Background: an optimization exercise with open tools, aiming at small area. Do not read the settings as production practice. In this exercise RTL edits were held to simulation tests only and were not proved equivalent to the original. No driver is modelled on the clock port, so clocking that relies on it looks cheaper here than on a real chip. Power figures rest on the tool's default switching activity, not on a simulated workload.

Setup of red:
Design FinalProject, start of the top module:
module FinalProject (
    input        clk,
    input  [9:0] SW,
    input  [1:0] KEY,
    input        BT_RX,
    output [6:0] HEX0, HEX1, HEX2, HEX3, HEX4, HEX5,
    output [3:0] VGA_R, VGA_G, VGA_B,
    output       VGA_HS, VGA_VS,
    output [9:0] LEDR
);
For scale: about 970 cells after synthesis, about 80 I/O pins, ~0.0093 mm² of cells after synthesis.
==> flow/config.mk <==
export PLATFORM = sky130hd
export DESIGN_NAME = FinalProject
export DESIGN_NICKNAME = FinalProject
export VERILOG_FILES = /design/flow/design.v
export SDC_FILE = /design/flow/constraint.sdc
export NUM_CORES = 4
export LEC_CHECK = 0
export CAP_MARGIN = 20
export CORE_MARGIN = 2
export CORE_UTILIZATION = 40
export CTS_BUF_LIST = sky130_fd_sc_hd__clkbuf_8
export PLACE_DENSITY = 0.6
export SLEW_MARGIN = 20
==> flow/constraint.sdc <==
create_clock -name core_clock -period 40.0 [get_ports {clk}]
set_input_delay 8.0000 -clock core_clock [delete_from_list [all_inputs] [get_ports {clk}]]
set_output_delay 8.0000 -clock core_clock [all_outputs]
set_load 0.01 [all_outputs]
standard.sh (not shown) runs the stock make flow with config.mk's settings and CLKGATE_MAP_FILE= SYNTH_SCRIPT=/design/flow/synth_recipe.tcl, a recipe that flattens the netlist after the stock synthesis.
==> flow/flow/run.sh <==
#!/bin/bash
# Own layout flow: the standard flow, with the combinational logic of
# the standard synthesis re-mapped for area (same registers, same names and
# cell types), and a lighter clock tree.
set -euo pipefail
W=$(pwd)
R=$W/orfs/results/$FLOW_PLATFORM/FinalProject/base
A=$W/orfs_alt/results/$FLOW_PLATFORM/FinalProject/base

# 1. Standard synthesis: the reference for the registers.
bash standard.sh synth > $W/std_synth.log 2>&1
cp $R/1_2_yosys.v $W/std_1_2_yosys.v

# 2. Area-mapped synthesis of the same design into a separate work folder.
ok=0
if ALT_ABC_SCRIPT=$W/flow/area.abc bash standard.sh WORK_HOME=$W/orfs_alt \
     SYNTH_SCRIPT=$W/flow/alt_synth.tcl ADDER_MAP_FILE= synth > $W/alt_synth.log 2>&1; then
  # 3. Use it only if its registers are exactly the standard synthesis's.
  ffs() { grep -E '^ *sky130_fd_sc_hd__(df|edf|sdf|dl)[a-z0-9_]* ' "$1" | awk '{print $1, $2}' | sed 's/_[0-9]* / /' | sort; }
  ffs $W/std_1_2_yosys.v > $W/ffs_std.txt
  ffs $A/1_2_yosys.v > $W/ffs_alt.txt
  if [[ -s $W/ffs_std.txt ]] && cmp -s $W/ffs_std.txt $W/ffs_alt.txt; then
    ok=1
  fi
fi
echo "alt synthesis used: $ok" > $W/alt_choice.log
if [[ $ok == 1 ]]; then
  cp $A/1_2_yosys.v $R/1_2_yosys.v
  touch $R/1_2_yosys.v
  bash standard.sh synth > $W/std_synth_odb.log 2>&1
fi

# 4. The rest of the standard flow.
bash standard.sh finish > $W/std_flow.log 2>&1
==> flow/flow/alt_synth.tcl <==
# The standard synthesis script (synth_recipe.tcl) with two changes to the
# technology mapping of combinational logic only: no half/full adder
# extraction (ADDER_MAP_FILE is empty on the command line) and an
# area-oriented ABC script. Flip-flop mapping, flattening and renaming are
# unchanged, so the registers are the standard synthesis's.
proc synth {args} { yosys synth -nofsm -noshare {*}$args }
proc abc {args} {
  set out {}
  set skip 0
  foreach a $args {
    if {$skip} { set skip 0; continue }
    if {$a eq "-script" || $a eq "-D" || $a eq "-constr"} { set skip 1; continue }
    lappend out $a
  }
  yosys abc -script $::env(ALT_ABC_SCRIPT) {*}$out
}
source $::env(SCRIPTS_DIR)/synth.tcl
# left out here: clear keep_hierarchy, flatten, clean up, hide names made inside functions, write 1_2_yosys.v
==> flow/flow/area.abc <==
&get -n
&st
&syn2
&dch -f
&nf -R 1000
&put
mfs2
&get -n
&st
&syn2
&dch -f
&nf -R 1000
&put
mfs2
&get -n
&st
&dch -f
&nf -R 1000
&put
Here is what was changed in the inputs of blue compared with red.
Settings: a change of CORE_UTILIZATION from 40 to 65; a change of PLACE_DENSITY from 0.6 to 0.75.
==> flow/run.sh (new file) <==
#!/bin/bash
# synth_recipe.tcl (not shown) runs the flow's synth.tcl, then flattens the netlist and writes it again
# the make line also repeats each setting of config.mk as NAME=value (left out here)
make -C /OpenROAD-flow-scripts/flow DESIGN_CONFIG=/design/flow/config.mk WORK_HOME=/design/flow/orfs CLKGATE_MAP_FILE= SYNTH_SCRIPT=/design/flow/synth_recipe.tcl finish
removed: flow/flow/run.sh
removed: flow/flow/alt_synth.tcl
removed: flow/flow/area.abc
removed: flow/standard.sh
--- outcome ---
- Die size: blue is under red
- Well tap count in blue is 105 below red.
- red → blue: power consumed by the clock network moved down; clock share of power moved down; number of stages on the worst setup path moved up; maximum frequency level; area added between synthesis and finish moved down.
- [compare] base=red new=blue: pre-CTS setup slack shows an increase of 0.035 ns, final non-filler cell area shows a reduction of about 1.4%.
- NOTE: last weighted congestion value of the routability-driven placer in blue exceeds that of red

---

Another version of the RTL of FinalProject (not shown whole).
Size: roughly 770 cells after synthesis, roughly 7600 sq um of cells after synthesis.
## FinalProject
module FinalProject (
    input        clk,
    input  [9:0] SW,
    input  [1:0] KEY,
    input        BT_RX,
    output [6:0] HEX0, HEX1, HEX2, HEX3, HEX4, HEX5,
    output [3:0] VGA_R, VGA_G, VGA_B,
    output       VGA_HS, VGA_VS,
    output [9:0] LEDR
);
export LEC_CHECK = 0
export CAP_MARGIN = 20
export CORE_MARGIN = 2
export CORE_UTILIZATION = 60
export PLACE_DENSITY = 0.75
export SLEW_MARGIN = 20
create_clock -name core_clock -period 40.0 [get_ports {clk}]
==> flow/flow/run.sh <==
#!/bin/bash
# Own layout flow: the standard flow, with the combinational logic of
# the standard synthesis re-mapped for area (same registers, same names and
# cell types), and a lighter clock tree.
set -euo pipefail
W=$(pwd)
R=$W/orfs/results/$FLOW_PLATFORM/FinalProject/base
A=$W/orfs_alt/results/$FLOW_PLATFORM/FinalProject/base

# 1. Standard synthesis: the reference for the registers.
bash standard.sh synth > $W/std_synth.log 2>&1
cp $R/1_2_yosys.v $W/std_1_2_yosys.v

# 2. Area-mapped synthesis of the same design into a separate work folder.
ok=0
if ALT_ABC_SCRIPT=$W/flow/area.abc bash standard.sh WORK_HOME=$W/orfs_alt \
     SYNTH_SCRIPT=$W/flow/alt_synth.tcl ADDER_MAP_FILE= synth > $W/alt_synth.log 2>&1; then
  # 3. Use it only if its registers are exactly the standard synthesis's;
  #    give them the standard synthesis's instance names.
  if python3 $W/flow/ffmatch.py $W/std_1_2_yosys.v $A/1_2_yosys.v $W/alt_renamed.v > $W/ffmatch.log 2>&1; then
    ok=1
  fi
fi
echo "alt synthesis used: $ok" > $W/alt_choice.log
if [[ $ok == 1 ]]; then
  cp $W/alt_renamed.v $R/1_2_yosys.v
  touch $R/1_2_yosys.v
  bash standard.sh synth > $W/std_synth_odb.log 2>&1
fi

# 4. The rest of the standard flow, with the make settings in flow/extra.mk
#    (one VAR=value per line).
mapfile -t EXTRA < <(grep -v '^#' $W/flow/extra.mk | grep .)
POST_CTS_TCL=$W/flow/post_cts.tcl bash standard.sh "${EXTRA[@]}" finish > $W/std_flow.log 2>&1
==> flow/flow/alt_synth.tcl <==
# The standard synthesis script (synth_recipe.tcl) with two changes to the
# technology mapping of combinational logic only: no half/full adder
# extraction (ADDER_MAP_FILE is empty on the command line) and an
# area-oriented ABC script. Flip-flop mapping, flattening and renaming are
# unchanged, so the registers are the standard synthesis's.
proc synth {args} { yosys synth -nofsm -noshare {*}$args }
proc abc {args} {
  set out {}
  set skip 0
  foreach a $args {
    if {$skip} { set skip 0; continue }
    if {$a eq "-script" || $a eq "-D" || $a eq "-constr"} { set skip 1; continue }
    lappend out $a
  }
  yosys abc -script $::env(ALT_ABC_SCRIPT) {*}$out
}
source $::env(SCRIPTS_DIR)/synth.tcl
# left out here: clear keep_hierarchy, flatten, clean up, hide names made inside functions, write 1_2_yosys.v
==> flow/flow/area.abc <==
&get -n
&st
&syn2
&dch -f
&nf -R 1000
&put
mfs2
&get -n
&st
&deepsyn -T 60
&put
&get -n
&st
&dch -f
&nf -R 1000
&put
mfs2
&get -n
&st
&dch -f
&nf -R 1000
&put
==> flow/flow/extra.mk <==
CTS_ARGS=-sink_clustering_enable -repair_clock_nets -dont_use_dummy_load -buf_list sky130_fd_sc_hd__clkbuf_4
BUFFER_PORTS_ARGS=-buffer_cell sky130_fd_sc_hd__buf_1
SKIP_REPAIR_TIE_FANOUT=1
==> flow/flow/post_cts.tcl <==
# After clock tree synthesis: a clock buffer that drives many flip-flops is
# upsized so the clock slew at the flip-flops stays low, then the placement
# is legalized again.
set upsized 0
foreach inst [get_cells -quiet *] {
  if {[get_property $inst ref_name] ne "sky130_fd_sc_hd__clkbuf_4"} { continue }
  set out [get_pins -quiet -of_objects $inst -filter "direction == output"]
  if {[llength $out] != 1} { continue }
  set net [get_nets -quiet -of_objects $out]
  set loads [llength [get_pins -quiet -of_objects $net -filter "direction == input"]]
  if {$loads >= 11} {
    replace_cell $inst sky130_fd_sc_hd__clkbuf_8
    incr upsized
  }
}
puts "post_cts: upsized $upsized clock buffers"
if {$upsized > 0} {
  detailed_placement
  check_placement -verbose
}
Other scripts of this flow, unchanged in this note and not shown: flow/flow/ffmatch.py
Rerun with:
==> flow/flow/post_cts.tcl (replaced) <==
proc clk_load_slew {inst} {
  set out [get_pins -quiet -of_objects $inst -filter "direction == output"]
  set net [get_nets -quiet -of_objects $out]
  set m 0
  set ff 0
  foreach l [get_pins -quiet -of_objects $net -filter "direction == input"] {
    set s [get_property $l slew_max]
    if {$s > $m} { set m $s }
    if {[get_property $l name] eq "CLK"} { set ff 1 }
  }
  return [list $m $ff]
}
set next(sky130_fd_sc_hd__clkbuf_2) sky130_fd_sc_hd__clkbuf_4
set next(sky130_fd_sc_hd__clkbuf_4) sky130_fd_sc_hd__clkbuf_8
set next(sky130_fd_sc_hd__clkbuf_8) sky130_fd_sc_hd__clkbuf_16
set upsized 0
for {set iter 0} {$iter < 6} {incr iter} {
  estimate_parasitics -placement
  set changed 0
  foreach inst [get_cells -quiet clkbuf_*] {
    set ref [get_property $inst ref_name]
    if {![info exists next($ref)]} { continue }
    lassign [clk_load_slew $inst] m ff
    set limit [expr {$ff ? 0.100 : 0.150}]
    if {$m > $limit} {
      replace_cell $inst $next($ref)
      incr upsized
      incr changed
    }
  }
  if {$changed == 0} { break }
}
puts "post_cts: $upsized clock buffer upsizes"
if {$upsized > 0} {
  detailed_placement
  check_placement -verbose
}
estimate_parasitics -placement
The new run finished with timing, DRC and antenna clean.
Sequential power is about the same.
Setup slack improved by 5.0 ps.
Critical path depth is unchanged.
Non-clock buffer count stays the same.
Worst hold slack stays flat.
Clock power went up by about 10%.
Power increases by about 3%.
Core utilization rose by 0.24 points.
Cell count is unchanged.
Combinational power barely changes.
Die area does not change.
Rerun with:
--- a/flow/flow/run.sh
+++ b/flow/flow/run.sh
@@ -12,15 +12,33 @@
 cp $R/1_2_yosys.v $W/std_1_2_yosys.v
 
-# 2. Area-mapped synthesis of the same design into a separate work folder.
+# 2. Area-mapped synthesis of the same design, three times in parallel with
+#    different random seeds for ABC's deepsyn, each in its own work folder.
+#    Each result is used only if its registers are exactly the standard
+#    synthesis's (step 3 renames them to the standard synthesis's instance
+#    names); the smallest of those is kept.
 ok=0
-if ALT_ABC_SCRIPT=$W/flow/area.abc bash standard.sh WORK_HOME=$W/orfs_alt \
-     SYNTH_SCRIPT=$W/flow/alt_synth.tcl ADDER_MAP_FILE= synth > $W/alt_synth.log 2>&1; then
-  # 3. Use it only if its registers are exactly the standard synthesis's;
-  #    give them the standard synthesis's instance names.
-  if python3 $W/flow/ffmatch.py $W/std_1_2_yosys.v $A/1_2_yosys.v $W/alt_renamed.v > $W/ffmatch.log 2>&1; then
-    ok=1
+best_area=""
+for S in 0 1 2; do
+  sed "s/&deepsyn -T 60/\&deepsyn -T 60 -S $S/" $W/flow/area.abc > $W/area_$S.abc
+  ( ALT_ABC_SCRIPT=$W/area_$S.abc bash standard.sh WORK_HOME=$W/orfs_alt$S \
+      SYNTH_SCRIPT=$W/flow/alt_synth.tcl ADDER_MAP_FILE= synth > $W/alt_synth_$S.log 2>&1 ) &
+done
+wait || true
+for S in 0 1 2; do
+  A=$W/orfs_alt$S/results/$FLOW_PLATFORM/FinalProject/base
+  RP=$W/orfs_alt$S/reports/$FLOW_PLATFORM/FinalProject/base/synth_stat.txt
+  [[ -f $A/1_2_yosys.v && -f $RP ]] || continue
+  # 3. Registers must be exactly the standard synthesis's.
+  if python3 $W/flow/ffmatch.py $W/std_1_2_yosys.v $A/1_2_yosys.v $W/alt_renamed_$S.v > $W/ffmatch_$S.log 2>&1; then
+    area=$(grep "Chip area" $RP | awk '{print $NF}')
+    echo "seed $S area $area" >> $W/alt_choice.log
+    if [[ -z "$best_area" ]] || python3 -c "import sys; sys.exit(0 if float('$area') < float('$best_area') else 1)"; then
+      best_area=$area
+      cp $W/alt_renamed_$S.v $W/alt_renamed.v
+      ok=1
+    fi
   fi
-fi
-echo "alt synthesis used: $ok" > $W/alt_choice.log
+done
+echo "alt synthesis used: $ok (area $best_area)" >> $W/alt_choice.log
 if [[ $ok == 1 ]]; then
   cp $W/alt_renamed.v $R/1_2_yosys.v
--- a/flow/flow/post_cts.tcl
+++ b/flow/flow/post_cts.tcl
@@ -22,5 +22,5 @@
     if {![info exists next($ref)]} { continue }
     lassign [clk_load_slew $inst] m ff
-    set limit [expr {$ff ? 0.100 : 0.150}]
+    set limit [expr {$ff ? 0.112 : 0.150}]
     if {$m > $limit} {
       replace_cell $inst $next($ref)
Utilization decreases by 0.25 points. Wire length is higher by 0.33%. Hold slack gains 27 ps. Clock-buffer cell count is unchanged. Area after synthesis does not change. Power falls by 2.2%. Die area is unchanged. Design area falls by 0.39%.
Rerun with:
--- a/flow/flow/run.sh
+++ b/flow/flow/run.sh
@@ -12,5 +12,5 @@
 cp $R/1_2_yosys.v $W/std_1_2_yosys.v
 
-# 2. Area-mapped synthesis of the same design, three times in parallel with
+# 2. Area-mapped synthesis of the same design, four times in parallel with
 #    different random seeds for ABC's deepsyn, each in its own work folder.
 #    Each result is used only if its registers are exactly the standard
@@ -19,5 +19,5 @@
 ok=0
 best_area=""
-for S in 0 1 2; do
+for S in 0 1 2 3; do
   sed "s/&deepsyn -T 60/\&deepsyn -T 60 -S $S/" $W/flow/area.abc > $W/area_$S.abc
   ( ALT_ABC_SCRIPT=$W/area_$S.abc bash standard.sh WORK_HOME=$W/orfs_alt$S \
@@ -25,5 +25,5 @@
 done
 wait || true
-for S in 0 1 2; do
+for S in 0 1 2 3; do
   A=$W/orfs_alt$S/results/$FLOW_PLATFORM/FinalProject/base
   RP=$W/orfs_alt$S/reports/$FLOW_PLATFORM/FinalProject/base/synth_stat.txt
==> flow/flow/area.abc (replaced) <==
&get -n
&st
&syn2
&dch -f
&nf -R 1000 -p -F 6 -C 32
&put
mfs2
&get -n
&st
&deepsyn -T 60
&put
&get -n
&st
&dch -f
&nf -R 1000 -p -F 6 -C 32
&put
mfs2
&get -n
&st
&dch -f
&nf -R 1000 -p -F 6 -C 32
&put
The changed run finished clean.
Combinational power came out higher by about 7%.
Sequential cell count does not change.
Total power is higher by 1.5%.
Wire length climbs by 0.53%.
Maximum frequency is higher by 1.1%.
Non-clock buffer count rises by 3.
Critical path depth goes down by 1.
Clock power grows by about 2%.
Rerun with:
--- a/flow/flow/run.sh
+++ b/flow/flow/run.sh
@@ -12,5 +12,5 @@
 cp $R/1_2_yosys.v $W/std_1_2_yosys.v
 
-# 2. Area-mapped synthesis of the same design, four times in parallel with
+# 2. Area-mapped synthesis of the same design, three times in parallel with
 #    different random seeds for ABC's deepsyn, each in its own work folder.
 #    Each result is used only if its registers are exactly the standard
@@ -19,5 +19,5 @@
 ok=0
 best_area=""
-for S in 0 1 2 3; do
+for S in 0 1 2; do
   sed "s/&deepsyn -T 60/\&deepsyn -T 60 -S $S/" $W/flow/area.abc > $W/area_$S.abc
   ( ALT_ABC_SCRIPT=$W/area_$S.abc bash standard.sh WORK_HOME=$W/orfs_alt$S \
@@ -25,5 +25,5 @@
 done
 wait || true
-for S in 0 1 2 3; do
+for S in 0 1 2; do
   A=$W/orfs_alt$S/results/$FLOW_PLATFORM/FinalProject/base
   RP=$W/orfs_alt$S/reports/$FLOW_PLATFORM/FinalProject/base/synth_stat.txt
==> flow/flow/area.abc (replaced) <==
&get -n
&st
&syn2
&dch -f
&nf -R 1000
&put
mfs2
&get -n
&st
&deepsyn -T 60
&put
&get -n
&st
&dch -f
&nf -R 1000
&put
mfs2
&get -n
&st
&dch -f
&nf -R 1000
&put
==> flow/flow/extra.mk (replaced) <==
CTS_ARGS=-sink_clustering_enable -repair_clock_nets -dont_use_dummy_load -buf_list sky130_fd_sc_hd__clkbuf_2
BUFFER_PORTS_ARGS=-buffer_cell sky130_fd_sc_hd__buf_1
SKIP_REPAIR_TIE_FANOUT=1
Effect:
- critical path depth rose by 1
- final cell count went down by 1.1%
- worst setup slack gets worse by 190 ps
- non-clock buffer count goes down by 3
- combinational power drops by about 7%
- first-iteration DRC count is higher by about 9%
- clock-buffer cell count is unchanged
- final area goes down by 0.34%
- total power drops by 1.8%
- synthesized area is about the same
Rerun with:
==> flow/flow/extra.mk (replaced) <==
CTS_ARGS=-sink_clustering_enable -repair_clock_nets -dont_use_dummy_load -buf_list sky130_fd_sc_hd__clkbuf_4
BUFFER_PORTS_ARGS=-buffer_cell sky130_fd_sc_hd__buf_1
SKIP_REPAIR_TIE_FANOUT=1
Settings changed: CAP_MARGIN 20 to 0, SLEW_MARGIN 20 to 0.
- final cell count hardly moves
- design area hardly moves
- first-iteration DRC count goes down by 19%
- routed wire length goes up by about 0.9%
- synthesized cell count is unchanged

## separate check: timing with driven ports
The results above use ideal ports. As a check the final layouts listed here were re-extracted and re-timed, cells and wires unchanged.
Step 1 assumes that a clkbuf_16 drives the clock port and a buf_2 every other input.
Step 2 also shifts input and output timing later by t, the mid clock arrival at the registers, as if the neighbouring blocks saw the same clock.
Slacks: ideal ports / drivers / drivers and shift; pairs: ideal ports / drivers.
| run | t (ns) | slack for setup (ns) | hold WS [ns] | clock arrival spread, ns |
|---|---|---|---|---|
| red | 0.489 | 21.508 / 21.483 / 21.483 | 0.377 / 0.377 / 0.377 | 0.013 / 0.013 |
| blue | 0.487 | 21.474 / 21.451 / 21.451 | 0.382 / 0.382 / 0.382 | 0.021 / 0.021 |
| the first run of note 2 | 0.450 | 21.882 / 21.849 / 21.849 | 0.354 / 0.354 / 0.354 | 0.043 / 0.043 |
| the second run of note 2 | 0.392 | 21.887 / 21.854 / 21.854 | 0.354 / 0.354 / 0.354 | 0.033 / 0.033 |
| the third run of note 2 | 0.392 | 21.871 / 21.839 / 21.839 | 0.382 / 0.382 / 0.382 | 0.034 / 0.034 |
| the fourth run of note 2 | 0.404 | 22.069 / 22.042 / 22.042 | 0.376 / 0.376 / 0.376 | 0.032 / 0.033 |
| the fifth run of note 2 | 0.396 | 21.877 / 21.845 / 21.845 | 0.382 / 0.382 / 0.382 | 0.034 / 0.034 |
| the sixth run of note 2 | 0.400 | 21.864 / 21.830 / 21.830 | 0.364 / 0.364 / 0.364 | 0.034 / 0.033 |
After both steps every run listed still meets setup and hold. For the sixth run of note 2, which loses most, drivers alone change the setup slack by -0.034 ns; drivers and shift together by -0.034 ns.
